Context: an optimization exercise on an open-source flow, tuned for small area. The choices shown serve that exercise and are no tape-out recipe. Where RTL was checked, it was by simulation tests only, not by an equivalence proof against the original. The RTL of run 1 was laid out without a check of its function. In every run shown here, the design's own scripts or RTL, not TritonCTS, make the clock network. The clock port is modelled as an ideal driver, which makes a skipped or thinned clock tree look cheaper than it is; a real chip needs a root buffer or a tree. Power is estimated from default activity; no workload was simulated.

**flow/flow/run.sh**
```bash
#!/bin/bash
# Own layout flow: the standard flow (standard.sh: standard synthesis,
# floorplan, power grid and tap cells, placement, routing) with these changes:
#  - the combinational logic of the standard synthesis netlist is re-mapped
#    for area by ABC (resynth.sh); register instances are kept as they are;
#  - after the floorplan, every combinational cell is set to its smallest
#    drive strength (downsize.tcl; repair_design upsizes any that need it);
#  - input and output ports are buffered with buf_1;
#  - after clock tree synthesis the tree is replaced by 4 buffers, each
#    driving a quarter of the registers, all driven by the clock port
#    (clock_tree.tcl).
# Each tool's output goes to a log file here (and ORFS's own logs).
set -euo pipefail
HERE=$(cd "$(dirname "$0")" && pwd)
RES=orfs/results/$FLOW_PLATFORM/uart_core/base
LIB=$FLOW_HOME/platforms/$FLOW_PLATFORM/lib/sky130_fd_sc_hd__tt_025C_1v80.lib

bash standard.sh synth > synth.log 2>&1
cp $RES/1_2_yosys.v standard_synth.v
bash $HERE/resynth.sh standard_synth.v resynth.v $HERE/abc_area.script $LIB > resynth.log 2>&1
cp resynth.v $RES/1_2_yosys.v
touch $RES/1_2_yosys.v

export POST_FLOORPLAN_TCL=$HERE/downsize.tcl
export POST_CTS_TCL=$HERE/clock_tree.tcl
export BUFFER_PORTS_ARGS="-buffer_cell sky130_fd_sc_hd__buf_1"
bash standard.sh > standard_flow.log 2>&1
```
**flow/flow/abc_area.script**
```
strash
dc2
dch
amap -F 1000 -A 1000
```
**flow/flow/clock_tree.tcl**
```tcl
# Replace the clock tree built by CTS with K buffers, each driving one
# cluster of register clock pins (k-means on the pins' cell positions), all
# driven straight from the clock port.
proc clock_clusters {cell k} {
  set block [ord::get_db_block]
  set db [ord::get_db]
  set clk [$block findNet clk]
  set sinks {}
  set oldinsts {}
  set todo [list $clk]
  while {[llength $todo]} {
    set net [lindex $todo 0]; set todo [lrange $todo 1 end]
    foreach it [$net getITerms] {
      if {[$it isOutputSignal]} { continue }
      set inst [$it getInst]
      if {[[$inst getMaster] isSequential]} {
        lappend sinks $it
      } else {
        lappend oldinsts $inst
        foreach o [$inst getITerms] { if {[$o isOutputSignal] && [$o getNet] ne "NULL"} { lappend todo [$o getNet] } }
      }
    }
  }
  set pts {}
  foreach it $sinks {
    set b [[$it getInst] getBBox]
    lappend pts [list [expr {([$b xMin] + [$b xMax]) / 2.0}] [expr {([$b yMin] + [$b yMax]) / 2.0}]]
  }
  set n [llength $sinks]
  # balanced clusters: split the pins in half at the median of the longer
  # side of their bounding box, recursively, until there are k groups
  set groups [list [lsearch -all -inline -not $pts {}]]
  set idx {}
  for {set i 0} {$i < $n} {incr i} { lappend idx $i }
  set groups [list $idx]
  while {[llength $groups] < $k} {
    # split the largest group
    set gi 0; set gl -1
    for {set j 0} {$j < [llength $groups]} {incr j} { if {[llength [lindex $groups $j]] > $gl} { set gl [llength [lindex $groups $j]]; set gi $j } }
    set g [lindex $groups $gi]
    set x0 1e30; set x1 -1e30; set y0 1e30; set y1 -1e30
    foreach i $g { set p [lindex $pts $i]; set x [lindex $p 0]; set y [lindex $p 1]
      if {$x < $x0} {set x0 $x}; if {$x > $x1} {set x1 $x}; if {$y < $y0} {set y0 $y}; if {$y > $y1} {set y1 $y} }
    set ax [expr {($x1 - $x0) >= ($y1 - $y0) ? 0 : 1}]
    set keyed {}
    foreach i $g { lappend keyed [list $i [lindex [lindex $pts $i] $ax]] }
    set keyed [lsort -real -index 1 $keyed]
    set h [expr {[llength $keyed] / 2}]
    set a {}; set b {}
    foreach e [lrange $keyed 0 [expr {$h - 1}]] { lappend a [lindex $e 0] }
    foreach e [lrange $keyed $h end] { lappend b [lindex $e 0] }
    set groups [lreplace $groups $gi $gi $a $b]
  }
  set asg [lrepeat $n 0]
  set cs {}
  for {set j 0} {$j < $k} {incr j} {
    set sx 0; set sy 0
    foreach i [lindex $groups $j] { lset asg $i $j; set sx [expr {$sx + [lindex [lindex $pts $i] 0]}]; set sy [expr {$sy + [lindex [lindex $pts $i] 1]}] }
    set m [llength [lindex $groups $j]]
    lappend cs [list [expr {$sx / $m}] [expr {$sy / $m}]]
  }
  # remove the old tree
  foreach it $sinks { $it disconnect }
  foreach old $oldinsts {
    foreach o [$old getITerms] {
      if {[$o isOutputSignal] && [$o getNet] ne "NULL"} { set on [$o getNet]; $o disconnect; if {[llength [$on getITerms]] == 0} { odb::dbNet_destroy $on } }
    }
    odb::dbInst_destroy $old
  }
  for {set j 0} {$j < $k} {incr j} {
    set net [odb::dbNet_create $block clknet_leaf_$j]
    $net setSigType CLOCK
    set inst [odb::dbInst_create $block [$db findMaster $cell] clkbuf_leaf_$j]
    foreach it [$inst getITerms] {
      set mn [[$it getMTerm] getName]
      if {$mn eq "A"} { $it connect $clk }
      if {$mn eq "X"} { $it connect $net }
    }
    set m 0
    foreach it $sinks a $asg { if {$a == $j} { $it connect $net; incr m } }
    set c [lindex $cs $j]
    $inst setLocation [expr {int([lindex $c 0])}] [expr {int([lindex $c 1])}]
    $inst setPlacementStatus PLACED
    puts "clock_clusters: $cell clkbuf_leaf_$j drives $m sinks"
  }
  puts "clock_clusters: removed [llength $oldinsts] cells"
}

proc worst_clock_slew {} {
  set w 0
  foreach pin [get_pins -hierarchical */CLK] {
    set s [get_property $pin slew_max]
    if {$s > $w} { set w $s }
  }
  return $w
}
clock_clusters sky130_fd_sc_hd__clkbuf_4 4
detailed_placement
set_propagated_clock [all_clocks]
foreach cell {sky130_fd_sc_hd__clkbuf_4 sky130_fd_sc_hd__buf_6 sky130_fd_sc_hd__clkbuf_8 sky130_fd_sc_hd__clkbuf_16} {
  foreach inst [get_cells clkbuf_leaf_*] { replace_cell $inst $cell }
  detailed_placement
  estimate_parasitics -placement
  set w [worst_clock_slew]
  puts "clock_tree: $cell worst clock pin slew [format %.1f [expr {$w * 1000}]] ps"
  if {$w < 0.112} { break }
}
estimate_parasitics -placement
```
**flow/flow/downsize.tcl**
```tcl
# Set every combinational cell to the smallest-area cell of the same function
# family (same name up to the drive-strength suffix). Registers keep their
# cell type; only their drive strength could change, and it is left alone.
set n 0
foreach inst [get_cells *] {
  set master [get_property $inst ref_name]
  if {![regexp {^(sky130_fd_sc_hd__[a-z0-9]+)_([0-9]+)$} $master -> base drive]} { continue }
  if {[regexp {df|edf|sdf|dl|tap|fill|decap|conb|clk} $base]} { continue }
  set best ""
  set best_area 1e9
  foreach lc [get_lib_cells ${base}_*] {
    set nm [get_property $lc name]
    if {![regexp "^${base}_\[0-9\]+\$" $nm]} { continue }
    if {[get_property $lc dont_use]} { continue }
    set a [get_property $lc area]
    if {$a < $best_area} { set best_area $a; set best $nm }
  }
  if {$best ne "" && $best ne $master} {
    replace_cell $inst $best
    incr n
  }
}
puts "downsize: replaced $n cells"
```
**flow/flow/resynth.sh**
```bash
#!/bin/bash
# Re-map the combinational logic of the standard synthesis netlist for area
# with ABC, keeping every register instance (its name, cell and nets) as the
# standard synthesis made it.
# usage: resynth.sh IN.v OUT.v ABC_SCRIPT LIBERTY
set -euo pipefail
IN=$1; OUT=$2; ABCS=$3; LIB=$4
YOSYS=${YOSYS_EXE:-yosys}
KEEP=""
for m in dfxtp_1 dfxtp_2 dfxtp_4 edfxtp_1 conb_1; do
  KEEP="$KEEP setattr -mod -set keep_hierarchy 1 sky130_fd_sc_hd__$m;"
done
# The combinational cells are read with their functions and flattened into
# plain logic; the register cells stay instances (keep_hierarchy).
# Flattened cell-internal wires are made private so that every net keeps
# the standard netlist's name.
$YOSYS -p "read_liberty -ignore_miss_func -ignore_miss_data_latch $LIB; $KEEP
  read_verilog $IN; hierarchy -top uart_core; flatten; rename -hide w:_*_.*;
  opt_clean -purge;
  abc -liberty $LIB -dont_use sky130_fd_sc_hd__probe_p_8 -dont_use sky130_fd_sc_hd__probec_p_8 -script $ABCS;
  opt_clean -purge; tee -o $OUT.stat stat -liberty $LIB;
  select uart_core; write_verilog -noattr -selected $OUT"
```
**flow/standard.sh**
```bash
#!/bin/bash
# synth_recipe.tcl (not shown) runs the flow's synth.tcl, then flattens the netlist and writes it again
# the make line also repeats each setting of config.mk as NAME=value (left out here)
make -C /OpenROAD-flow-scripts/flow DESIGN_CONFIG=/design/flow/config.mk WORK_HOME=/design/flow/orfs CLKGATE_MAP_FILE= SYNTH_SCRIPT=/design/flow/synth_recipe.tcl "${@:-finish}"
```
**flow/config.mk**
```make
export PLATFORM = sky130hd
export DESIGN_NAME = uart_core
export DESIGN_NICKNAME = uart_core
export VERILOG_FILES = /design/flow/design.v
export SDC_FILE = /design/flow/constraint.sdc
export NUM_CORES = 4
export LEC_CHECK = 0
export CAP_MARGIN = 20
export CORE_MARGIN = 2
export CORE_UTILIZATION = 65
export SLEW_MARGIN = 20
```
**flow/constraint.sdc**
```tcl
create_clock -name core_clock -period 10.0 [get_ports {clk}]
set_input_delay 2.0000 -clock core_clock [delete_from_list [all_inputs] [get_ports {clk}]]
set_output_delay 2.0000 -clock core_clock [all_outputs]
set_load 0.01 [all_outputs]
```
**flow/design.v**
```verilog
`timescale 1ns / 1ps
module uart_send (
    input  logic       clk,
    input  logic       rst,
    input  logic [7:0] d,
    input  logic       send,
    output logic       rdy,
    output logic       tx);
    logic        send_prev;
    logic [10:0] ring;
    logic [1:0]  a;
    logic [2:0]  b;
    logic [4:0]  c;
    wire start = rdy & ~send_prev & send;
    wire tick  = ~rdy & a[0] & a[1] & ~b[0] & ~b[2] & c[0] & ~c[1] & ~c[3] & c[4];
    wire fin   = ~rdy & ring[0] & ring[1] & ring[2] & ring[3] & ring[4] & ring[5] & ring[6] & ring[7] & ring[10] & a[0] & ~b[0] & b[1] & c[0] & ~c[1] & c[2] & c[4];
    always_ff @(posedge clk) begin
        send_prev <= rst | send;
        a <= start ? 2'b00 : {~a[0], a[1]};
        b <= start ? 3'b100 : {~b[1], ~b[0], (b[0] ^ b[2])};
        c <= start ? 5'b11100 : {~c[3], ~c[2], ~c[1], ~c[0], (c[1] ^ c[4])};
        ring[0] <= start ? ~d[1] : ~ring[1];
        ring[1] <= start ? ~d[0] : ~ring[2];
        ring[2] <= start ? 1'b1 : ~ring[3];
        ring[3] <= start ? 1'b1 : ~ring[4];
        ring[4] <= start ? 1'b0 : ~ring[5];
        ring[5] <= start ? ~d[7] : ~ring[6];
        ring[6] <= start ? ~d[6] : ~ring[7];
        ring[7] <= start ? ~d[5] : ~ring[8];
        ring[8] <= start ? ~d[4] : ~ring[9];
        ring[9] <= start ? ~d[3] : ~ring[10];
        ring[10] <= start ? ~d[2] : (~ring[0] & ~tick);
        if (rst)       tx <= 1'b1;
        else if (tick) tx <= ~ring[0];
        if (rst)        rdy <= 1'b1;
        else if (start) rdy <= 1'b0;
        else if (fin)   rdy <= 1'b1;
    end
endmodule
module uart_recv (
    input  logic       clk,
    input  logic       rst,
    input  logic       rx,
    output logic [7:0] d,
    output logic       rdy);
    logic        idle;
    logic [10:0] ring;
    logic [1:0]  a;
    logic [2:0]  b;
    logic [4:0]  c;
    wire start = idle & ~rx;
    wire tick  = ~idle & a[0] & ~a[1] & ~b[0] & b[1] & c[0] & ~c[1] & ~c[3] & c[4];
    wire stop  = tick & ring[0];
    wire ld    = ~rst & stop & rx;
    wire keep  = ~rst & ~(stop & rx);
    always_ff @(posedge clk) begin
        a <= start ? 2'b00 : {~a[0], a[1]};
        b <= start ? 3'b000 : {~b[1], ~b[0], (b[0] ^ b[2])};
        c <= start ? 5'b00111 : {~c[3], ~c[2], ~c[1], ~c[0], (c[1] ^ c[4])};
        ring[0] <= start ? 1'b1 : ~ring[1];
        ring[1] <= start ? 1'b1 : ~ring[2];
        ring[2] <= start ? 1'b1 : ~ring[3];
        ring[3] <= start ? 1'b1 : ~ring[4];
        ring[4] <= start ? 1'b1 : ~ring[5];
        ring[5] <= start ? 1'b1 : ~ring[6];
        ring[6] <= start ? 1'b1 : ~ring[7];
        ring[7] <= start ? 1'b1 : ~ring[8];
        ring[8] <= start ? 1'b0 : ~ring[9];
        ring[9] <= start ? 1'b1 : ~ring[10];
        ring[10] <= start ? 1'b1 : ~(tick ? rx : ring[0]);
        rdy <= ld;
        d <= ({8{ld}} & {ring[1], ring[2], ring[3], ring[4], ring[5], ring[6], ring[7], ring[8]}) | ({8{keep}} & d);
        if (rst)        idle <= 1'b1;
        else if (start) idle <= 1'b0;
        else if (stop)  idle <= 1'b1;
    end
endmodule
`timescale 1ns / 1ps
module uart_core(
    input logic clk,
    input logic rst,
    input logic [7:0] tx_d,
    input logic tx_send,
    output logic tx_rdy,
    output logic tx,
    input logic rx,
    output logic [7:0] rx_d,
    output logic rx_rdy);
    uart_recv uart_recv(
        .clk(clk),
        .rst(rst),
        .rx(rx),
        .d(rx_d),
        .rdy(rx_rdy)
    );
    uart_send uart_send(
        .clk(clk),
        .rst(rst),
        .d(tx_d),
        .send(tx_send),
        .rdy(tx_rdy),
        .tx(tx)
    );
endmodule
```
==> flow_metrics.py, run 1 <==
metrics = {
    "power_and_ir_drop": {
        "peakVddDrop_uv": 185.9,
        "leakagePower_nw": 0.6505,
        "p_per_area_nw_per_um2": 228.9,
    },
    "critical_path": {
        "worstPathCellList": "buf_1, clkinv_1, nor2_1, clkinv_1, o221a_1",
        "start_kind": "input port",
        "r2r-end": "uart_recv.d[3]",
        "cp_common_cell": "clkinv_1",
        "crit_path_max_incr_delay_ps": 510,
        "slowest_stage": "nor2_1",
        "reg2reg_depth": 8,
        "crit_required_ps": 10010,
        "crit_type": "input port to flip-flop",
        "arrival_ps": 3770,
        "rrSetupSlack_ps": 7290,
        "cp-end-kind": "flip-flop",
        "crit_fanout": 13,
        "r2r_start": "uart_recv.c[4]",
    },
    "drt": {
        "avgViaCountPerCell": 5.806,
        "drcViolationCount": 0,
        "final_antenna_net_count": 0,
        "drt_iter0_markers": 15,
        "drtPass1Iterations": 5,
        "drt_wl_total_um": 2885,
        "vias": 1138,
        "wire_per_inst_um": 14.72,
    },
    "timing": {
        "setup_tns_ps": 0,
        "hold_viol": 0,
        "hold_ws_ps": 388.8,
        "rsz0062_at_grt": "false",
        "fmax_mhz": 265.8,
        "finalClockSkew_ps": 4.684,
        "setup_viol_count_final": 0,
        "tightest_slew_ps": 594.9,
        "post-route-period-util_pct": 37.62,
        "finalCriticalPeriod_ps": 3762,
        "maxSlewHeadroom_pct": 60.19,
        "slew_viol_final": 0,
    },
    "global_route": {
        "grt_usage_pct": 23.59,
        "antenna_found_initial": 0,
        "grt_overflow": 0,
        "grt_pass1_vias": 1034,
        "grt_pass1_wl_um": 4629,
        "grt_max_degree": 17,
    },
    "logic_synthesis": {
        "syn_inst": 142,
        "avgSynthCellArea_um2": 11.14,
        "synth_fp_nets": 154,
        "synth_area_um2": 1582,
        "yosys_warnings": 2,
    },
    "placement": {
        "hpwl_um": 2073,
        "port_buffers": 22,
        "place_congestion": 0.8281,
        "dp.cells": 192,
    },
    "die": {
        "die_area_um2": 2844,
        "rows": 17,
        "core_um2": 2255,
        "fp.dieW_um": 53.33,
        "die_h_um": 53.33,
        "io_pins": 23,
        "start_util_pct": 70.14,
    },
    "hold_path": {
        "hold_path.class": "flip-flop to flip-flop",
        "min_delay_path_depth": 1,
        "hold_end": "uart_send.ring[2]",
        "min_from": "uart_send.ring[3]",
    },
    "clocking": {
        "clk_pin_slew_worst_paths_ps": 90,
        "clkSinkCount": 55,
        "clk_latency_ps": 120,
    },
    "cells_and_area": {
        "diodes": 0,
        "fin_cells": 196,
        "area_growth_pct": 10.28,
        "layout-drive-gt1-share_pct": 2.381,
        "nets": 186,
        "fill_cells": 144,
    },
    "status": {
        "outcome": "complete, no violations",
    },
    "run": {
        "timing.max_cap.violations": 0,
    },
}
area by class of cell:
| class | count | area [um^2] | area share (%) |
|---|---|---|---|
| flip-flops and latches | 55 | 1101 | 63.13 |
| multi-input cells | 78 | 446.7 | 25.61 |
| repair buffers | 22 | 82.58 | 4.735 |
| plain buffers | 4 | 45.04 | 2.583 |
| well taps | 28 | 35.03 | 2.009 |
| inverters | 9 | 33.78 | 1.937 |
stage by stage:
step / setup WS [ps] / power (W) / cell area (um^2) / util, %
3_5_place_dp: 6117 / 0.0003215 / 1699 / 75.36
3_3_place_gp: 6348 / 0.0003164 / 1699 / 75.36
6_report: 6238 / 0.0003992 / 1744 / 77.36
5_1_grt: 6023 / 0.0004169 / 1744 / 77.36
2_1_floorplan: 6902 / 0.0003056 / 1582 / -
registers in the layout, indices dropped and copies added (netlist names), 2 cells and up:
name,cells
uart_send.c,5
uart_send.b,3
uart_recv.b,3
uart_recv.a,2
uart_recv.c,5
uart_send.ring,11
uart_recv.d,8
uart_send.a,2
uart_recv.ring,11
worst max-delay path by stage:
| stage | slack, ps | depth (start not counted) | to | from |
|---|---|---|---|---|
| 6_report | 6240 | 5 | uart_recv.d[3] | rx |
| 5_1_grt | 6020 | 5 | uart_recv.d[3] | rx |
| 3_5_place_dp | 6120 | 5 | uart_recv.d[3] | rx |
| 3_3_place_gp | 6350 | 5 | uart_recv.d[3] | rx |
| 2_1_floorplan | 6900 | 4 | uart_recv.d[0] | rx |
critical path, delay by kind of cell:
| kind | cells | cell delay, ps |
|---|---|---|
| simple gates | 1 | 510 |
| buf+inv | 3 | 910 |
| compound gates | 1 | 360 |
power by group:
group	switching, W	internal (W)	total [W]
logic	0.0000187	0.0000164	0.0000351
registers	0.0000237	0.000259	0.000283
clock network	0.0000495	0.0000320	0.0000815
layer usage:
layer  GRT usage (%)  part of all wire (%)
met3           6.497                   6.6
met4           11.97                  0.28
met1           27.26                    42
met5               0                     0
met2           39.51                    51
cells in the final DEF, fill, tap and decap left out:
master,n
dfxtp_1,55
buf_1,22
nor2_1,19
o21ai_0,16
clkinv_1,9
nand2_1,8
o221a_1,8
o22ai_1,7
buf_6,4
nor4_1,3
a21oi_1,3
nand4_1,3
nor2b_1,2
a211oi_1,2
nor4bb_1,1
o211ai_1,1
nand3b_1,1
or3_1,1
nand3_1,1
o32ai_1,1
nand2b_1,1
==> inputs of run 2 (changes only) <==
--- a/flow/design.v
+++ b/flow/design.v
@@ -7,17 +7,21 @@
     output logic       rdy,
     output logic       tx);
     logic        send_prev;
+    logic        tx_q;
     logic [10:0] ring;
     logic [1:0]  a;
     logic [2:0]  b;
     logic [4:0]  c;
-    wire start = rdy & ~send_prev & send;
-    wire tick  = ~rdy & a[0] & a[1] & ~b[0] & ~b[2] & c[0] & ~c[1] & ~c[3] & c[4];
-    wire fin   = ~rdy & ring[0] & ring[1] & ring[2] & ring[3] & ring[4] & ring[5] & ring[6] & ring[7] & ring[10] & a[0] & ~b[0] & b[1] & c[0] & ~c[1] & c[2] & c[4];
+    wire idle  = b == 3'b010;
+    wire start = idle & ~send_prev & send;
+    wire tick  = a[0] & a[1] & b[0] & b[1] & ~b[2] & c[0] & ~c[1] & ~c[3] & c[4];
+    wire fin   = ring[0] & ring[1] & ring[2] & ring[3] & ring[4] & ring[5] & ring[6] & ring[7] & ring[10] & a[0] & b[0] & ~b[1] & ~b[2] & c[0] & ~c[1] & c[2] & c[4];
+    assign rdy = idle;
+    assign tx  = tx_q;
     always_ff @(posedge clk) begin
         send_prev <= rst | send;
         a <= start ? 2'b00 : {~a[0], a[1]};
-        b <= start ? 3'b100 : {~b[1], ~b[0], (b[0] ^ b[2])};
+        b <= (rst | fin) ? 3'b010 : start ? 3'b000 : {~b[1], ~b[0], (b[0] ^ b[2])};
         c <= start ? 5'b11100 : {~c[3], ~c[2], ~c[1], ~c[0], (c[1] ^ c[4])};
         ring[0] <= start ? ~d[1] : ~ring[1];
         ring[1] <= start ? ~d[0] : ~ring[2];
@@ -30,11 +34,8 @@
         ring[8] <= start ? ~d[4] : ~ring[9];
         ring[9] <= start ? ~d[3] : ~ring[10];
         ring[10] <= start ? ~d[2] : (~ring[0] & ~tick);
-        if (rst)       tx <= 1'b1;
-        else if (tick) tx <= ~ring[0];
-        if (rst)        rdy <= 1'b1;
-        else if (start) rdy <= 1'b0;
-        else if (fin)   rdy <= 1'b1;
+        if (rst)       tx_q <= 1'b1;
+        else if (tick) tx_q <= ~ring[0];
     end
 endmodule
 module uart_recv (
@@ -43,19 +44,19 @@
     input  logic       rx,
     output logic [7:0] d,
     output logic       rdy);
-    logic        idle;
     logic [10:0] ring;
     logic [1:0]  a;
     logic [2:0]  b;
     logic [4:0]  c;
+    wire idle  = b == 3'b010;
     wire start = idle & ~rx;
-    wire tick  = ~idle & a[0] & ~a[1] & ~b[0] & b[1] & c[0] & ~c[1] & ~c[3] & c[4];
+    wire tick  = a[0] & ~a[1] & ~b[0] & b[1] & b[2] & c[0] & ~c[1] & ~c[3] & c[4];
     wire stop  = tick & ring[0];
     wire ld    = ~rst & stop & rx;
     wire keep  = ~rst & ~(stop & rx);
     always_ff @(posedge clk) begin
         a <= start ? 2'b00 : {~a[0], a[1]};
-        b <= start ? 3'b000 : {~b[1], ~b[0], (b[0] ^ b[2])};
+        b <= (rst | stop) ? 3'b010 : start ? 3'b000 : {~b[1], ~b[0], (b[0] ^ b[2])};
         c <= start ? 5'b00111 : {~c[3], ~c[2], ~c[1], ~c[0], (c[1] ^ c[4])};
         ring[0] <= start ? 1'b1 : ~ring[1];
         ring[1] <= start ? 1'b1 : ~ring[2];
@@ -70,9 +71,6 @@
         ring[10] <= start ? 1'b1 : ~(tick ? rx : ring[0]);
         rdy <= ld;
         d <= ({8{ld}} & {ring[1], ring[2], ring[3], ring[4], ring[5], ring[6], ring[7], ring[8]}) | ({8{keep}} & d);
-        if (rst)        idle <= 1'b1;
-        else if (start) idle <= 1'b0;
-        else if (stop)  idle <= 1'b1;
     end
 endmodule
 `timescale 1ns / 1ps
--- a/flow/flow/run.sh
+++ b/flow/flow/run.sh
@@ -2,7 +2,8 @@
 # Own layout flow: the standard flow (standard.sh: standard synthesis,
 # floorplan, power grid and tap cells, placement, routing) with these changes:
 #  - the combinational logic of the standard synthesis netlist is re-mapped
-#    for area by ABC (resynth.sh); register instances are kept as they are;
+#    for area by ABC (resynth.sh) with each of the abc_*.script scripts, and
+#    the smallest result is kept; register instances are kept as they are;
 #  - after the floorplan, every combinational cell is set to its smallest
 #    drive strength (downsize.tcl; repair_design upsizes any that need it);
 #  - input and output ports are buffered with buf_1;
@@ -17,8 +18,19 @@
 
 bash standard.sh synth > synth.log 2>&1
 cp $RES/1_2_yosys.v standard_synth.v
-bash $HERE/resynth.sh standard_synth.v resynth.v $HERE/abc_area.script $LIB > resynth.log 2>&1
-cp resynth.v $RES/1_2_yosys.v
+best=""
+best_area=""
+for s in $HERE/abc_*.script; do
+  n=$(basename $s .script)
+  bash $HERE/resynth.sh standard_synth.v resynth_$n.v $s $LIB > resynth_$n.log 2>&1
+  a=$(awk '/Chip area for top module/ {print $NF}' resynth_$n.v.stat)
+  echo "$n $a" >> resynth_areas.txt
+  if [[ -z "$best" ]] || awk -v a="$a" -v b="$best_area" 'BEGIN{exit !(a < b)}'; then
+    best=$n; best_area=$a
+  fi
+done
+echo "kept $best $best_area" >> resynth_areas.txt
+cp resynth_$best.v $RES/1_2_yosys.v
 touch $RES/1_2_yosys.v
 
 export POST_FLOORPLAN_TCL=$HERE/downsize.tcl
==> flow/flow/abc_2.script (new file) <==
strash
dc2
dch
amap
==> flow/flow/abc_4.script (new file) <==
strash
&get -n
&syn2
&dch
&put
amap
==> flow/flow/abc_41.script (new file) <==
strash
dc2
dch
amap -F 1000 -A 1000
==> flow/flow/abc_5.script (new file) <==
strash
dc2
dc2
dch -f
amap
--- a/flow/config.mk
+++ b/flow/config.mk
@@ -7,5 +7,6 @@
 export LEC_CHECK = 0
 export CAP_MARGIN = 20
 export CORE_MARGIN = 2
-export CORE_UTILIZATION = 65
+export CORE_UTILIZATION = 40
+export PLACE_DENSITY = 0.85
 export SLEW_MARGIN = 20
removed: flow/flow/abc_area.script
==> run 2 against run 1 <==
Effect of this change: critical endpoint is now uart_send.ring[8]; via count is 3.2% lower; sequential power is 4% lower; synthesized cell count is 1.4% lower; wire length is 3.8% lower; still clean on timing, DRC and antenna; area after synthesis is 4.1% lower; total power is 2.3% lower; critical path depth stayed put; largest cell class unchanged; global-route usage is 9.4 points lower; clock power is 1% higher.
==> flow_metrics.py, run 2 <==
metrics = {
    "timing": {
        "rsz0062_at_grt": "false",
        "hold_viol": 0,
        "setup_tns_ps": 0,
        "fmax_mhz": 273.5,
        "hold_ws_ps": 386.5,
        "finalCriticalPeriod_ps": 3657,
        "tightest_slew_ps": 908.1,
        "slew_viol_final": 0,
        "post-route-period-util_pct": 36.57,
        "setup_viol_count_final": 0,
        "maxSlewHeadroom_pct": 39.24,
        "finalClockSkew_ps": 8.547,
    },
    "power_and_ir_drop": {
        "peakVddDrop_uv": 116.6,
        "power_frac_clock_pct": 21.1,
        "power_w": 0.0003899,
        "seq_power_share_pct": 69.6,
        "p_comb_share_pct": 9.3,
        "p_sw_share_pct": 23.39,
        "leakagePower_nw": 0.6590,
        "internal-power_w": 0.0002987,
        "p_per_area_nw_per_um2": 228.8,
        "p_switching_w": 0.00009119,
    },
    "logic_synthesis": {
        "syn_inst": 140,
        "yosys_warnings": 2,
        "synth_fp_nets": 152,
        "synth_area_um2": 1516,
        "avgSynthCellArea_um2": 10.83,
    },
    "global_route": {
        "grt_usage_pct": 14.23,
        "grt_overflow": 0,
        "grt_pass1_wl_um": 4602,
        "antenna_found_initial": 0,
        "grt_max_degree": 16,
        "grt_pass1_vias": 1030,
    },
    "clocking": {
        "clk_pin_slew_worst_paths_ps": 80,
        "clk_latency_ps": 120,
        "clkSinkCount": 53,
    },
    "drt": {
        "vias": 1102,
        "avgViaCountPerCell": 5.150,
        "wl_met1_um": 1311,
        "drt_wl_total_um": 2776,
        "drtPass1Iterations": 5,
        "drcViolationCount": 0,
        "wl_met3_um": 141,
        "drt_iter0_markers": 40,
        "final_antenna_net_count": 0,
        "wire_per_inst_um": 12.97,
        "top_layer_used": "met4",
        "dr_wl_met2_um": 1287,
    },
    "die": {
        "rows": 22,
        "io_pins": 23,
        "die_area_um2": 4299,
        "start_util_pct": 41.42,
        "fp.dieW_um": 65.57,
        "die_h_um": 65.57,
        "core_um2": 3661,
    },
    "critical_path": {
        "r2r_start": "uart_send.b[1]",
        "crit_required_ps": 10030,
        "r2r-end": "uart_send.ring[8]",
        "reg2reg_depth": 6,
        "cp-end-kind": "flip-flop",
        "arrival_ps": 3690,
        "start_kind": "input port",
        "crit_fanout": 15,
        "rrSetupSlack_ps": 7660,
        "crit_type": "input port to flip-flop",
    },
    "cells_and_area": {
        "diodes": 0,
        "area_growth_pct": 12.38,
        "layout_common_cells": "53 x dfxtp_1, 23 x nand2_1, 22 x buf_1, 18 x nor2_1",
        "reg_top3": "uart_recv.ring x11, uart_send.ring x11, uart_recv.d x8",
        "nets": 183,
        "layout-drive-gt1-share_pct": 2.410,
        "final_common_cell": "dfxtp_1",
        "final_area_um2": 1704,
        "fin_cells": 214,
    },
    "placement": {
        "port_buffers": 22,
        "place_congestion": 0.7857,
        "placed_area_um2": 1659,
        "dp.cells": 210,
        "hpwl_um": 1926,
    },
    "status": {
        "outcome": "complete, no violations",
    },
    "hold_path": {
        "hold_path.class": "flip-flop to flip-flop",
        "hold_end": "uart_recv.c[3]",
        "min_from": "uart_recv.c[2]",
        "min_delay_path_depth": 1,
    },
    "run": {
        "timing.max_cap.violations": 0,
    },
}
==> run 2: cell type report <==
cell class | count | area, um^2
plain buffers | 4 | 45.04
fillers | 342 | 1957
inverters | 8 | 30.03
multi-input cells | 79 | 425.4
flip-flops and latches | 53 | 1061
well taps | 48 | 60.06
repair buffers | 22 | 82.58
==> run 2: worst max-delay path by stage <==
stage	cells after the start	end	start	slack [ps]
2_1_floorplan	4	uart_send.ring[10]	tx_send	6750
3_3_place_gp	5	uart_send.ring[10]	tx_send	6360
3_5_place_dp	5	uart_send.ring[9]	tx_send	6240
5_1_grt	5	uart_send.ring[10]	tx_send	6110
6_report	5	uart_send.ring[8]	tx_send	6340
==> run 2: power groups by stage <==
stage               combinational (W)  clock (W)  sequential [W]
finish                      0.0000361  0.0000823        0.000271
detailed placement          0.0000363          0        0.000275
floorplan                   0.0000281          0        0.000269
global placement            0.0000341          0        0.000274
global route                0.0000434  0.0000919        0.000276
==> run 2: per-layer routing <==
layer	vias to the layer above	track usage, %
met5	-	0
met4	0	4.948
met3	5	4.281
met2	31	22.45
met1	528	18.56
li1	538	-
==> run 2: per-stage QoR <==
stage               setup WS, ps  utilization [%]
global placement            6358            45.32
global route                6108            46.55
floorplan                   6745                -
detailed placement          6239            45.32
finish                      6343            46.55
==> run 2: worst max-delay path, cell delays in order <==
cell and delay (ps):
buf_1 110, nand2_1 60, nor2_1 690, clkinv_1 570
o22ai_1 260
==> inputs of run 3 (changes only) <==
--- a/flow/config.mk
+++ b/flow/config.mk
@@ -8,5 +8,4 @@
 export CAP_MARGIN = 20
 export CORE_MARGIN = 2
 export CORE_UTILIZATION = 40
-export PLACE_DENSITY = 0.85
 export SLEW_MARGIN = 20
==> run 3 against run 2 <==
Effect of this change: still clean; fmax rose by 2.8%; clock skew rose by 2.4 ps; sequential power barely moved; global-route usage rose by 0.47 points; synthesized cell count did not move; critical endpoint is now uart_send.ring[10].
==> flow_metrics.py, run 3 <==
metrics = {
    "timing": {
        "slew_viol_final": 0,
        "finalCriticalPeriod_ps": 3557,
        "finalClockSkew_ps": 10.99,
        "rsz0062_at_grt": "false",
        "post-route-period-util_pct": 35.57,
        "setup_tns_ps": 0,
        "layout_setup_ws_ps": 6443,
        "fmax_mhz": 281.1,
        "hold_viol": 0,
        "setup_viol_count_final": 0,
        "tightest_slew_ps": 885.1,
        "maxSlewHeadroom_pct": 40.77,
    },
    "logic_synthesis": {
        "synth_fp_nets": 152,
        "synth_area_um2": 1516,
        "syn_inst": 140,
        "avgSynthCellArea_um2": 10.83,
        "yosys_warnings": 2,
    },
    "cells_and_area": {
        "reg_top3": "uart_recv.ring x11, uart_send.ring x11, uart_recv.d x8",
        "final_common_cell": "dfxtp_1",
        "diodes": 0,
        "nets": 184,
        "area_growth_pct": 12.38,
        "fill_cells": 363,
        "layout_common_cells": "53 x dfxtp_1, 23 x nand2_1, 22 x buf_1, 18 x nor2_1",
        "layout-drive-gt1-share_pct": 2.410,
    },
    "placement": {
        "place_ws_ps": 6246,
        "place_congestion": 0.7419,
        "port_buffers": 22,
        "hpwl_um": 1920,
    },
    "status": {
        "outcome": "complete, no violations",
    },
    "die": {
        "io_pins": 23,
        "rows": 22,
        "start_util_pct": 41.42,
        "fp.dieW_um": 65.57,
        "core_um2": 3661,
        "die_h_um": 65.57,
        "die_area_um2": 4299,
    },
    "power_and_ir_drop": {
        "power_frac_clock_pct": 20.9,
        "peakVddDrop_uv": 99.53,
        "leakagePower_nw": 0.6590,
        "p_comb_share_pct": 9.3,
        "p_per_area_nw_per_um2": 227.0,
        "internal-power_w": 0.0002987,
        "seq_power_share_pct": 69.8,
        "p_sw_share_pct": 22.77,
        "p_switching_w": 0.00008806,
    },
    "run": {
        "timing.max_cap.violations": 0,
    },
    "global_route": {
        "grt_overflow": 0,
        "grt_pass1_wl_um": 4767,
        "antenna_found_initial": 0,
        "grt_usage_pct": 14.70,
        "grt_pass1_vias": 1088,
        "grt_max_degree": 16,
    },
    "hold_path": {
        "hold_path.class": "flip-flop to flip-flop",
        "min_delay_path_depth": 1,
    },
    "clocking": {
        "clk_pin_slew_worst_paths_ps": 90,
        "clk_latency_ps": 120,
        "clkSinkCount": 53,
    },
    "critical_path": {
        "reg2reg_depth": 6,
        "arrival_ps": 3580,
        "crit_type": "input port to flip-flop",
        "start_kind": "input port",
        "crit_required_ps": 10030,
        "cp-end-kind": "flip-flop",
        "crit_fanout": 15,
    },
    "drt": {
        "avgViaCountPerCell": 4.883,
        "final_antenna_net_count": 0,
        "drcViolationCount": 0,
        "drtPass1Iterations": 3,
        "drt_iter0_markers": 27,
        "drt_wl_total_um": 2748,
        "wire_per_inst_um": 12.84,
        "vias": 1045,
    },
}
## run 3: through the flow
stage	total power, W	util, %	cell area, um^2	instances	hold slack (ps)
final	0.0003868	46.55	1704	214	376.6
after global routing	0.0004108	46.55	1704	214	400.1
after global placement	0.0003082	45.32	1659	210	352.8
after detailed placement	0.0003110	45.32	1659	210	355.3
after floorplan	0.0002966	-	1516	140	343.4
## run 3: final timing paths
path	from	to	slack (ps)
max	tx_send	uart_send.ring[10]	6440
max reg2reg	uart_send.b[1]	uart_send.ring[10]	7720
min reg2reg	uart_recv.ring[10]	uart_recv.ring[9]	380
min	uart_recv.ring[10]	uart_recv.ring[9]	380
## run 3: per-layer routing
| layer | vias up | GRT usage, % | part of all wire, % |
|---|---|---|---|
| li1 | 541 | - | - |
| met1 | 487 | 17.86 | 47 |
| met2 | 13 | 23.98 | 47 |
| met3 | 4 | 4.623 | 3.6 |
| met4 | 0 | 6.250 | 1.9 |
| met5 | - | 0 | 0 |
## run 3: final cells by class
cell class / count / area, um^2 / share of cell area (%)
Sequential cell: 53 / 1061 / 62.26
Multi-Input combinational cell: 79 / 425.4 / 24.96
Timing Repair Buffer: 22 / 82.58 / 4.846
Tap cell: 48 / 60.06 / 3.524
Buffer: 4 / 45.04 / 2.643
Inverter: 8 / 30.03 / 1.762
## run 3: critical path, cell delays in order
cell and delay, ps:
buf_1 80, nand2_1 50, nor2_1 670, clkinv_1 550, o32ai_1 230
## run 3: power by group through the flow
stage	clock network [W]	logic [W]	registers, W
after floorplan	0	0.0000281	0.000269
after global placement	0	0.0000346	0.000274
after detailed placement	0	0.0000366	0.000274
after global routing	0.0000945	0.0000423	0.000274
final	0.0000808	0.0000358	0.000270
==> inputs of run 4 (changes only) <==
--- a/flow/design.v
+++ b/flow/design.v
@@ -6,20 +6,20 @@
     input  logic       send,
     output logic       rdy,
     output logic       tx);
-    logic        send_prev;
+    logic        send_prev_n;    
     logic        tx_q;
     logic [10:0] ring;
     logic [1:0]  a;
     logic [2:0]  b;
     logic [4:0]  c;
     wire idle  = b == 3'b010;
-    wire start = idle & ~send_prev & send;
+    wire start = idle & send_prev_n & send;
     wire tick  = a[0] & a[1] & b[0] & b[1] & ~b[2] & c[0] & ~c[1] & ~c[3] & c[4];
     wire fin   = ring[0] & ring[1] & ring[2] & ring[3] & ring[4] & ring[5] & ring[6] & ring[7] & ring[10] & a[0] & b[0] & ~b[1] & ~b[2] & c[0] & ~c[1] & c[2] & c[4];
     assign rdy = idle;
     assign tx  = tx_q;
     always_ff @(posedge clk) begin
-        send_prev <= rst | send;
+        send_prev_n <= ~(rst | send);
         a <= start ? 2'b00 : {~a[0], a[1]};
         b <= (rst | fin) ? 3'b010 : start ? 3'b000 : {~b[1], ~b[0], (b[0] ^ b[2])};
         c <= start ? 5'b11100 : {~c[3], ~c[2], ~c[1], ~c[0], (c[1] ^ c[4])};
==> run 4 against run 3 <==
Effect of this change: still clean; via count unchanged; fmax increased by 2.7%; area after synthesis decreased by 0.58%; total power decreased by 0.27%; wire length decreased by 8.8%; clock power about the same; hold slack improved by 9.2 ps; synthesized cell count decreased by 0.71%; combinational power decreased by 1%; global-route usage decreased by 0.89 points; critical path depth increased by 1; die area decreased by 0.53%.
==> flow_metrics.py, run 4 <==
metrics = {
    "logic_synthesis": {
        "yosys_warnings": 2,
        "syn_inst": 139,
        "synth_fp_nets": 151,
        "avgSynthCellArea_um2": 10.85,
        "synth_area_um2": 1508,
    },
    "drt": {
        "wire_per_inst_um": 11.76,
        "drtPass1Iterations": 4,
        "top_layer_used": "met4",
        "drcViolationCount": 0,
        "drt_wl_total_um": 2505,
        "final_antenna_net_count": 0,
        "avgViaCountPerCell": 4.906,
        "wl_met3_um": 112,
        "wl_met1_um": 1139,
        "dr_wl_met2_um": 1194,
        "drt_iter0_markers": 72,
        "vias": 1045,
    },
    "power_and_ir_drop": {
        "p_per_area_nw_per_um2": 227.5,
        "peakVddDrop_uv": 96.96,
        "leakagePower_nw": 0.6624,
    },
    "timing": {
        "slew_viol_final": 0,
        "finalCriticalPeriod_ps": 3465,
        "hold_viol": 0,
        "fmax_mhz": 288.6,
        "setup_viol_count_final": 0,
        "layout_setup_ws_ps": 6535,
        "maxSlewHeadroom_pct": 40.32,
        "post-route-period-util_pct": 34.65,
        "rsz0062_at_grt": "false",
        "setup_tns_ps": 0,
        "tightest_slew_ps": 888.4,
        "finalClockSkew_ps": 4.676,
    },
    "critical_path": {
        "arrival_ps": 3510,
        "rrSetupSlack_ps": 7760,
        "worstPathCellList": "buf_1, clkinv_1, nand2_1, nor3_1, clkinv_1, a32oi_1",
        "crit_type": "input port to flip-flop",
        "start_kind": "input port",
        "crit_required_ps": 10050,
        "slowest_stage": "nor3_1",
        "crit_path_max_incr_delay_ps": 510,
        "r2r_start": "uart_recv.b[0]",
        "critPathTopFamily": "buffers and inverters",
        "cp_common_cell": "clkinv_1",
        "crit_start": "rx",
        "cp.buffers_inverters": 3,
        "crit_fanout": 13,
        "cp-end-kind": "flip-flop",
    },
    "die": {
        "die_h_um": 65.40,
        "io_pins": 23,
        "die_area_um2": 4277,
        "core_um2": 3633,
        "start_util_pct": 41.49,
        "fp.dieW_um": 65.40,
        "rows": 22,
    },
    "placement": {
        "place_ws_ps": 6398,
        "place_congestion": 0.7910,
        "hpwl_um": 1860,
        "port_buffers": 22,
    },
    "clocking": {
        "clk_pin_slew_worst_paths_ps": 90,
        "clk_latency_ps": 120,
        "clkSinkCount": 53,
    },
    "global_route": {
        "grt_max_degree": 15,
        "grt_pass1_vias": 1057,
        "grt_usage_pct": 13.81,
        "grt_overflow": 0,
        "grt_pass1_wl_um": 4491,
        "antenna_found_initial": 0,
    },
    "cells_and_area": {
        "layout-drive-gt1-share_pct": 2.424,
        "fill_cells": 367,
        "final_common_cell": "dfxtp_1",
        "nets": 183,
        "area_growth_pct": 12.45,
        "diodes": 0,
        "register_area_um2": 1061,
        "reg_top3": "uart_recv.ring x11, uart_send.ring x11, uart_recv.d x8",
        "layout_common_cells": "53 x dfxtp_1, 22 x buf_1, 20 x nand2_1, 15 x nor2_1, 11 x clkinv_1",
        "multi_input_area_um2": 405.4,
    },
    "run": {
        "timing.max_cap.violations": 0,
    },
    "hold_path": {
        "min_from": "uart_send.ring[3]",
        "hold_path.class": "flip-flop to flip-flop",
    },
    "status": {
        "outcome": "complete, no violations",
    },
}
## run 4: cell count changes in the layout (fill, tap and decap cells not counted), moves of 3 or more
cell	change
a32o_1	-8
nor2b_1	-3
nor2_1	-3
a22o_1	+8
nand2_1	-3
clkinv_1	+3
## run 4: cell type report
class | count | share of cell area, %
repair buffers | 22 | 4.871
inverters | 11 | 2.435
multi-input cells | 75 | 23.91
plain buffers | 4 | 2.657
well taps | 48 | 3.542
flip-flops and latches | 53 | 62.58
## run 4: layer usage
metal | GRT usage [%] | vias up
li1 | - | 537
met1 | 15.99 | 482
met2 | 23.85 | 20
met3 | 3.596 | 6
met4 | 6.250 | 0
met5 | 0 | -
## run 4: through the flow
step	hold WS, ps	instances	area, um^2	util [%]	power (W)
after floorplan	343.4	139	1508	-	0.0002954
after global placement	361.4	209	1650	45.42	0.0003071
after detailed placement	364.8	209	1650	45.42	0.0003100
after global routing	395.2	213	1695	46.66	0.0004110
final	385.8	213	1695	46.66	0.0003857
## run 4: worst paths after layout
path,end,depth (start not counted)
worst max register to register,uart_recv.d[6],5
worst max-delay path,uart_recv.ring[10],6
worst min-delay path,uart_send.ring[2],1
worst min register to register,uart_send.ring[2],1
## run 4: power by group
group          total (W)  internal, W  switching [W]
clock          0.0000810    0.0000320      0.0000490
combinational  0.0000354    0.0000158      0.0000196
sequential      0.000269     0.000250      0.0000194
## run 4: worst reg2reg max path, cell delays in order (launching register included)
cell and delay, ps:
dfxtp_1 340, nand4b_1 170, nor4_1 590, nand2_1 110, nor3_1 740, a22o_1 230
==> inputs of run 5 (changes only) <==
--- a/flow/design.v
+++ b/flow/design.v
@@ -6,20 +6,20 @@
     input  logic       send,
     output logic       rdy,
     output logic       tx);
-    logic        send_prev_n;    
+    logic        send_prev;
     logic        tx_q;
     logic [10:0] ring;
     logic [1:0]  a;
     logic [2:0]  b;
     logic [4:0]  c;
     wire idle  = b == 3'b010;
-    wire start = idle & send_prev_n & send;
+    wire start = idle & ~send_prev & send;
     wire tick  = a[0] & a[1] & b[0] & b[1] & ~b[2] & c[0] & ~c[1] & ~c[3] & c[4];
     wire fin   = ring[0] & ring[1] & ring[2] & ring[3] & ring[4] & ring[5] & ring[6] & ring[7] & ring[10] & a[0] & b[0] & ~b[1] & ~b[2] & c[0] & ~c[1] & c[2] & c[4];
     assign rdy = idle;
     assign tx  = tx_q;
     always_ff @(posedge clk) begin
-        send_prev_n <= ~(rst | send);
+        send_prev <= rst | send;
         a <= start ? 2'b00 : {~a[0], a[1]};
         b <= (rst | fin) ? 3'b010 : start ? 3'b000 : {~b[1], ~b[0], (b[0] ^ b[2])};
         c <= start ? 5'b11100 : {~c[3], ~c[2], ~c[1], ~c[0], (c[1] ^ c[4])};
--- a/flow/flow/clock_tree.tcl
+++ b/flow/flow/clock_tree.tcl
@@ -86,9 +86,10 @@
   puts "clock_clusters: removed [llength $oldinsts] cells"
 }
 
-proc worst_clock_slew {} {
+proc leaf_slew {inst} {
   set w 0
-  foreach pin [get_pins -hierarchical */CLK] {
+  set net [get_nets -of_objects [get_pins [get_property $inst name]/X]]
+  foreach pin [get_pins -of_objects $net -filter "direction == input"] {
     set s [get_property $pin slew_max]
     if {$s > $w} { set w $s }
   }
@@ -97,12 +98,16 @@
 clock_clusters sky130_fd_sc_hd__clkbuf_4 4
 detailed_placement
 set_propagated_clock [all_clocks]
-foreach cell {sky130_fd_sc_hd__clkbuf_4 sky130_fd_sc_hd__buf_6 sky130_fd_sc_hd__clkbuf_8 sky130_fd_sc_hd__clkbuf_16} {
-  foreach inst [get_cells clkbuf_leaf_*] { replace_cell $inst $cell }
-  detailed_placement
-  estimate_parasitics -placement
-  set w [worst_clock_slew]
-  puts "clock_tree: $cell worst clock pin slew [format %.1f [expr {$w * 1000}]] ps"
-  if {$w < 0.112} { break }
+estimate_parasitics -placement
+set sizes {sky130_fd_sc_hd__clkbuf_4 sky130_fd_sc_hd__buf_6 sky130_fd_sc_hd__clkbuf_8 sky130_fd_sc_hd__clkbuf_16}
+foreach inst [get_cells clkbuf_leaf_*] {
+  foreach cell $sizes {
+    replace_cell $inst $cell
+    estimate_parasitics -placement
+    set w [leaf_slew $inst]
+    puts "clock_tree: [get_property $inst name] $cell worst clock pin slew [format %.1f [expr {$w * 1000}]] ps"
+    if {$w < 0.112} { break }
+  }
 }
+detailed_placement
 estimate_parasitics -placement
==> run 5 against run 4 <==
Effect of this change: wire length grew 9.7%; highest routed layer unchanged; clock skew grew 6.3 ps; area after synthesis grew 0.58%; still clean; utilization shrank 0.11 points; hold slack lost 9.2 ps; cell count grew 0.47%; register-to-register slack lost 40 ps.
==> flow_metrics.py, run 5 <==
metrics = {
    "cells_and_area": {
        "diodes": 0,
        "final_common_cell": "dfxtp_1",
        "reg_top3": "uart_recv.ring x11, uart_send.ring x11, uart_recv.d x8",
        "layout_common_cells": "53 x dfxtp_1, 23 x nand2_1, 22 x buf_1, 18 x nor2_1",
        "area_growth_pct": 12.38,
        "layout-drive-gt1-share_pct": 2.410,
        "nets": 184,
    },
    "die": {
        "fp.dieW_um": 65.57,
        "die_area_um2": 4299,
        "rows": 22,
        "io_pins": 23,
        "die_h_um": 65.57,
        "start_util_pct": 41.42,
        "core_um2": 3661,
    },
    "clocking": {
        "clkSinkCount": 53,
        "clk_pin_slew_worst_paths_ps": 90,
        "clk_latency_ps": 120,
    },
    "critical_path": {
        "r2r_start": "uart_send.b[1]",
        "crit_fanout": 15,
        "worstPathCellList": "buf_1, nand2_1, nor2_1, clkinv_1, o32ai_1",
        "crit_path_max_incr_delay_ps": 670,
        "cp-end-kind": "flip-flop",
        "crit_start": "tx_send",
        "start_kind": "input port",
        "crit_type": "input port to flip-flop",
        "slowest_stage": "nor2_1",
        "crit_required_ps": 10030,
        "arrival_ps": 3580,
    },
    "timing": {
        "maxSlewHeadroom_pct": 40.77,
        "rsz0062_at_grt": "false",
        "setup_viol_count_final": 0,
        "setup_tns_ps": 0,
        "finalCriticalPeriod_ps": 3557,
        "post-route-period-util_pct": 35.57,
        "layout_setup_ws_ps": 6443,
        "tightest_slew_ps": 885.1,
        "hold_viol": 0,
        "slew_viol_final": 0,
        "finalClockSkew_ps": 10.99,
        "fmax_mhz": 281.1,
        "hold_ws_ps": 376.6,
    },
    "placement": {
        "place_congestion": 0.7419,
        "port_buffers": 22,
        "place_ws_ps": 6246,
        "hpwl_um": 1920,
    },
    "logic_synthesis": {
        "synth_area_um2": 1516,
        "avgSynthCellArea_um2": 10.83,
        "synth_fp_nets": 152,
        "yosys_warnings": 2,
        "syn_inst": 140,
    },
    "power_and_ir_drop": {
        "peakVddDrop_uv": 99.53,
        "leakagePower_nw": 0.6590,
        "p_per_area_nw_per_um2": 227.0,
    },
    "drt": {
        "drtPass1Iterations": 3,
        "vias": 1045,
        "wire_per_inst_um": 12.84,
        "drt_iter0_markers": 27,
        "drt_wl_total_um": 2748,
        "avgViaCountPerCell": 4.883,
        "final_antenna_net_count": 0,
        "drcViolationCount": 0,
    },
    "status": {
        "outcome": "complete, no violations",
    },
    "hold_path": {
        "min_from": "uart_recv.ring[10]",
        "hold_path.class": "flip-flop to flip-flop",
    },
    "global_route": {
        "grt_usage_pct": 14.70,
        "grt_pass1_wl_um": 4767,
        "antenna_found_initial": 0,
        "grt_pass1_vias": 1088,
        "grt_overflow": 0,
        "grt_max_degree": 16,
    },
    "run": {
        "timing.max_cap.violations": 0,
    },
}
[run 5: routing by layer]
metal,share of wire (%),up-vias,global-route usage (%)
met5,0,-,0
met4,1.9,0,6.250
met3,3.6,4,4.623
met2,47,13,23.98
met1,47,487,17.86
li1,-,541,-
[run 5: layout make-up]
class / count / area [um^2]
flip-flops and latches: 53 / 1061
repair buffers: 22 / 82.58
well taps: 48 / 60.06
inverters: 8 / 30.03
multi-input cells: 79 / 425.4
fillers: 363 / 1957
plain buffers: 4 / 45.04
[run 5: path summary, 6_finish.rpt]
path	end	slack, ps	cells after the start
max	uart_send.ring[10]	6440	5
min	uart_recv.ring[9]	380	1
max reg2reg	uart_send.ring[10]	7720	6
min reg2reg	uart_recv.ring[9]	380	1
[run 5: worst max-delay path, delay by kind of cell]
kind	cells	cell delay, ps
AOI/OAI and AO/OA	1	230
and+or+nand+nor	2	720
buffers and inverters	2	630
[run 5: per-stage QoR]
stage	power [W]	area, um^2	util [%]	instances
5_1_grt	0.0004108	1704	46.55	214
6_report	0.0003868	1704	46.55	214
3_3_place_gp	0.0003082	1659	45.32	210
3_5_place_dp	0.0003110	1659	45.32	210
2_1_floorplan	0.0002966	1516	-	140
[run 5: power by group]
| group | total [W] | leakage (nW) | switching (W) | internal [W] |
|---|---|---|---|---|
| clock | 0.0000808 | 0.0242 | 0.0000488 | 0.0000320 |
| combinational | 0.0000358 | 0.194 | 0.0000195 | 0.0000163 |
| sequential | 0.000270 | 0.441 | 0.0000197 | 0.000250 |
==> inputs of run 6 (changes only) <==
--- a/flow/design.v
+++ b/flow/design.v
@@ -6,23 +6,23 @@
     input  logic       send,
     output logic       rdy,
     output logic       tx);
-    logic        send_prev;
+    logic        send_prev_n;    
     logic        tx_q;
     logic [10:0] ring;
     logic [1:0]  a;
     logic [2:0]  b;
     logic [4:0]  c;
-    wire idle  = b == 3'b010;
-    wire start = idle & ~send_prev & send;
-    wire tick  = a[0] & a[1] & b[0] & b[1] & ~b[2] & c[0] & ~c[1] & ~c[3] & c[4];
-    wire fin   = ring[0] & ring[1] & ring[2] & ring[3] & ring[4] & ring[5] & ring[6] & ring[7] & ring[10] & a[0] & b[0] & ~b[1] & ~b[2] & c[0] & ~c[1] & c[2] & c[4];
+    wire idle  = b == 3'b101;
+    wire start = idle & send_prev_n & send;
+    wire tick  = ~a[0] & a[1] & ~b[0] & ~b[1] & ~b[2] & ~c[0] & ~c[2] & c[3] & ~c[4];
+    wire fin   = ~idle & ring[0] & ring[1] & ring[2] & ring[3] & ring[4] & ring[5] & ring[6] & ring[7] & ring[10] & ~a[0] & b[0] & b[2] & ~c[0] & c[1] & c[3] & ~c[4];
     assign rdy = idle;
     assign tx  = tx_q;
     always_ff @(posedge clk) begin
-        send_prev <= rst | send;
-        a <= start ? 2'b00 : {~a[0], a[1]};
-        b <= (rst | fin) ? 3'b010 : start ? 3'b000 : {~b[1], ~b[0], (b[0] ^ b[2])};
-        c <= start ? 5'b11100 : {~c[3], ~c[2], ~c[1], ~c[0], (c[1] ^ c[4])};
+        send_prev_n <= ~(rst | send);
+        a <= start ? 2'b01 : {~a[0], a[1]};
+        b <= (rst | fin) ? 3'b101 : start ? 3'b010 : {~b[1], ~b[0], ~(b[0] ^ b[2])};
+        c <= start ? 5'b11010 : {~c[3], ~c[2], ~c[1], ~c[0], (c[2] ^ c[4])};
         ring[0] <= start ? ~d[1] : ~ring[1];
         ring[1] <= start ? ~d[0] : ~ring[2];
         ring[2] <= start ? 1'b1 : ~ring[3];
@@ -48,16 +48,16 @@
     logic [1:0]  a;
     logic [2:0]  b;
     logic [4:0]  c;
-    wire idle  = b == 3'b010;
+    wire idle  = b == 3'b101;
     wire start = idle & ~rx;
-    wire tick  = a[0] & ~a[1] & ~b[0] & b[1] & b[2] & c[0] & ~c[1] & ~c[3] & c[4];
+    wire tick  = ~a[0] & ~a[1] & b[0] & b[1] & b[2] & c[1] & ~c[2] & c[3] & ~c[4];
     wire stop  = tick & ring[0];
     wire ld    = ~rst & stop & rx;
     wire keep  = ~rst & ~(stop & rx);
     always_ff @(posedge clk) begin
-        a <= start ? 2'b00 : {~a[0], a[1]};
-        b <= (rst | stop) ? 3'b010 : start ? 3'b000 : {~b[1], ~b[0], (b[0] ^ b[2])};
-        c <= start ? 5'b00111 : {~c[3], ~c[2], ~c[1], ~c[0], (c[1] ^ c[4])};
+        a <= start ? 2'b10 : {~a[0], a[1]};
+        b <= (rst | stop) ? 3'b101 : start ? 3'b000 : {~b[1], ~b[0], ~(b[0] ^ b[2])};
+        c <= start ? 5'b11010 : {~c[3], ~c[2], ~c[1], ~c[0], (c[2] ^ c[4])};
         ring[0] <= start ? 1'b1 : ~ring[1];
         ring[1] <= start ? 1'b1 : ~ring[2];
         ring[2] <= start ? 1'b1 : ~ring[3];
--- a/flow/flow/clock_tree.tcl
+++ b/flow/flow/clock_tree.tcl
@@ -86,10 +86,9 @@
   puts "clock_clusters: removed [llength $oldinsts] cells"
 }
 
-proc leaf_slew {inst} {
+proc worst_clock_slew {} {
   set w 0
-  set net [get_nets -of_objects [get_pins [get_property $inst name]/X]]
-  foreach pin [get_pins -of_objects $net -filter "direction == input"] {
+  foreach pin [get_pins -hierarchical */CLK] {
     set s [get_property $pin slew_max]
     if {$s > $w} { set w $s }
   }
@@ -98,16 +97,12 @@
 clock_clusters sky130_fd_sc_hd__clkbuf_4 4
 detailed_placement
 set_propagated_clock [all_clocks]
+foreach cell {sky130_fd_sc_hd__clkbuf_4 sky130_fd_sc_hd__buf_6 sky130_fd_sc_hd__clkbuf_8 sky130_fd_sc_hd__clkbuf_16} {
+  foreach inst [get_cells clkbuf_leaf_*] { replace_cell $inst $cell }
+  detailed_placement
+  estimate_parasitics -placement
+  set w [worst_clock_slew]
+  puts "clock_tree: $cell worst clock pin slew [format %.1f [expr {$w * 1000}]] ps"
+  if {$w < 0.112} { break }
+}
 estimate_parasitics -placement
-set sizes {sky130_fd_sc_hd__clkbuf_4 sky130_fd_sc_hd__buf_6 sky130_fd_sc_hd__clkbuf_8 sky130_fd_sc_hd__clkbuf_16}
-foreach inst [get_cells clkbuf_leaf_*] {
-  foreach cell $sizes {
-    replace_cell $inst $cell
-    estimate_parasitics -placement
-    set w [leaf_slew $inst]
-    puts "clock_tree: [get_property $inst name] $cell worst clock pin slew [format %.1f [expr {$w * 1000}]] ps"
-    if {$w < 0.112} { break }
-  }
-}
-detailed_placement
-estimate_parasitics -placement
==> run 6 against run 5 <==
Effect of this change: still clean on timing, DRC and antenna; hold slack worse by 13 ps; area after synthesis fell by 1.1%; final area is 0.95% lower; via count grew 0.29%; cell count shrank 1.9%; total power grew 7.1%; sequential share of layout area is 0.60 points higher; clock skew down 1.7 ps; setup slack better by 170 ps; largest power group unchanged; highest routed layer unchanged.
==> flow_metrics.py, run 6 <==
metrics = {
    "critical_path": {
        "crit_fanout": 17,
        "crit_required_ps": 10030,
        "worstPathCellList": "buf_1, nand3_1, clkinv_1, o32ai_1",
        "cp.buffers_inverters": 2,
        "crit_type": "input port to flip-flop",
        "start_kind": "input port",
        "slowest_stage": "clkinv_1",
        "arrival_ps": 3420,
        "cp-end-kind": "flip-flop",
        "crit_path_max_incr_delay_ps": 520,
        "critPathTopFamily": "buffers and inverters",
    },
    "cells_and_area": {
        "layout_common_cells": "53 x dfxtp_1, 24 x nand2_1, 22 x buf_1, 12 x nor2_1, 8 x a22o_1",
        "nets": 180,
        "multi_input_area_um2": 412.9,
        "area_growth_pct": 12.51,
        "fill_cells": 360,
        "reg_top3": "uart_recv.ring x11, uart_send.ring x11, uart_recv.d x8",
        "diodes": 0,
        "register_area_um2": 1061,
        "layout-drive-gt1-share_pct": 2.469,
        "final_common_cell": "dfxtp_1",
    },
    "drt": {
        "wire_per_inst_um": 12.60,
        "drcViolationCount": 0,
        "vias": 1048,
        "drt_iter0_markers": 55,
        "final_antenna_net_count": 0,
        "drtPass1Iterations": 4,
        "avgViaCountPerCell": 4.990,
        "drt_wl_total_um": 2645,
    },
    "clocking": {
        "clk_pin_slew_worst_paths_ps": 90,
        "clk_latency_ps": 120,
        "clkSinkCount": 53,
    },
    "status": {
        "outcome": "complete, no violations",
    },
    "die": {
        "rows": 22,
        "start_util_pct": 41.29,
        "core_um2": 3633,
        "io_pins": 23,
        "die_h_um": 65.24,
        "fp.dieW_um": 65.24,
        "die_area_um2": 4256,
    },
    "global_route": {
        "use_met3_pct": 5.479,
        "grt_usage_pct": 14.62,
        "grt_pass1_wl_um": 4685,
        "globalRouteMet1Util_pct": 17.00,
        "use_met2_pct": 24.49,
        "busiest_layer": "met2",
        "grt_pass1_vias": 1054,
        "grt_overflow": 0,
        "antenna_found_initial": 0,
        "grt_max_degree": 18,
    },
    "logic_synthesis": {
        "avgSynthCellArea_um2": 11.03,
        "yosys_warnings": 2,
        "syn_inst": 136,
        "synth_area_um2": 1500,
        "synth_fp_nets": 148,
    },
    "timing": {
        "tightest_slew_ps": 913.2,
        "finalClockSkew_ps": 9.323,
        "setup_viol_count_final": 0,
        "hold_ws_ps": 363.3,
        "rsz0062_at_grt": "false",
        "fmax_mhz": 295.2,
        "slew_viol_final": 0,
        "setup_tns_ps": 0,
        "maxSlewHeadroom_pct": 38.65,
        "finalCriticalPeriod_ps": 3388,
        "post-route-period-util_pct": 33.88,
        "hold_viol": 0,
    },
    "run": {
        "timing.max_cap.violations": 0,
    },
    "placement": {
        "place_congestion": 0.7990,
        "port_buffers": 22,
        "hpwl_um": 1886,
    },
    "power_and_ir_drop": {
        "leakagePower_nw": 0.6713,
        "p_per_area_nw_per_um2": 245.4,
        "peakVddDrop_uv": 109.7,
    },
    "hold_path": {
        "hold_path.class": "flip-flop to flip-flop",
    },
}
run 6: per-layer routing:
metal | vias to the layer above | share of wire, % | wire, um
met1 | 492 | 46 | 1204
met3 | 3 | 4.2 | 111
li1 | 534 | - | -
met4 | 0 | 1.6 | 42
met2 | 19 | 49 | 1287
met5 | - | 0 | 0
run 6: worst paths after layout:
check,start,to,slack [ps],cells after the start
worst max-delay path,tx_send,uart_send.ring[10],6610,4
worst min-delay path,uart_recv.ring[10],uart_recv.ring[9],360,1
worst max register to register,uart_recv.c[2],uart_recv.d[1],7790,6
worst min register to register,uart_recv.ring[10],uart_recv.ring[9],360,1
run 6: per-stage QoR:
stage,std cells,area (um^2),power [W],utilization [%],worst slack [ps]
after floorplan,136,1500,0.0003185,-,6936
after global routing,210,1688,0.0004387,46.45,6437
final,210,1688,0.0004143,46.45,6612
after detailed placement,206,1643,0.0003373,45.21,6500
after global placement,206,1643,0.0003333,45.21,6556
run 6: final cells by class:
type / count / share of cell area, %
timing repair buffer: 22 / 4.893
buffer: 4 / 2.669
sequential: 53 / 62.86
tap: 48 / 3.558
inverter: 7 / 1.557
multi-input combinational: 76 / 24.46
run 6: report_power, final:
group / leakage [nW] / internal, W / switching (W) / total [W]
clock: 0.0242 / 0.0000320 / 0.0000492 / 0.0000813
sequential: 0.442 / 0.000262 / 0.0000278 / 0.000290
combinational: 0.206 / 0.0000203 / 0.0000228 / 0.0000432
total: 0.671 / 0.000314 / 0.0000999 / 0.000414

afterwards: timing with drivers on the ports:
Ports are ideal in the flow. The routed layouts listed here were re-timed in OpenROAD.
Step 1 (the two cells are an assumption about what drives the block):
set clk [get_ports {clk}]
set_driving_cell -lib_cell sky130_fd_sc_hd__clkbuf_16 $clk
set_driving_cell -lib_cell sky130_fd_sc_hd__buf_2 [delete_from_list [all_inputs] $clk]
Step 2 times the ports against the registers' clock, not the clock port: input delays grow and output delays shrink by t, the midpoint of the rising clock arrivals with the driver on.
a / b / c = no drivers / after step 1 / after step 2; a / b = the first two.
run | t (ns) | slack for setup (ns) | hold slack, ns
run 1 | 0.170 | 6.238 / 6.269 / 6.099 | 0.389 / 0.389 / 0.389
run 2 | 0.174 | 6.343 / 6.375 / 6.201 | 0.387 / 0.387 / 0.387
run 3 | 0.172 | 6.443 / 6.471 / 6.299 | 0.377 / 0.377 / 0.377
run 4 | 0.172 | 6.535 / 6.570 / 6.398 | 0.386 / 0.386 / 0.386
run 5 | 0.172 | 6.443 / 6.471 / 6.299 | 0.377 / 0.377 / 0.377
run 6 | 0.171 | 6.612 / 6.645 / 6.474 | 0.363 / 0.363 / 0.363
After both steps setup and hold are still met in every run listed.
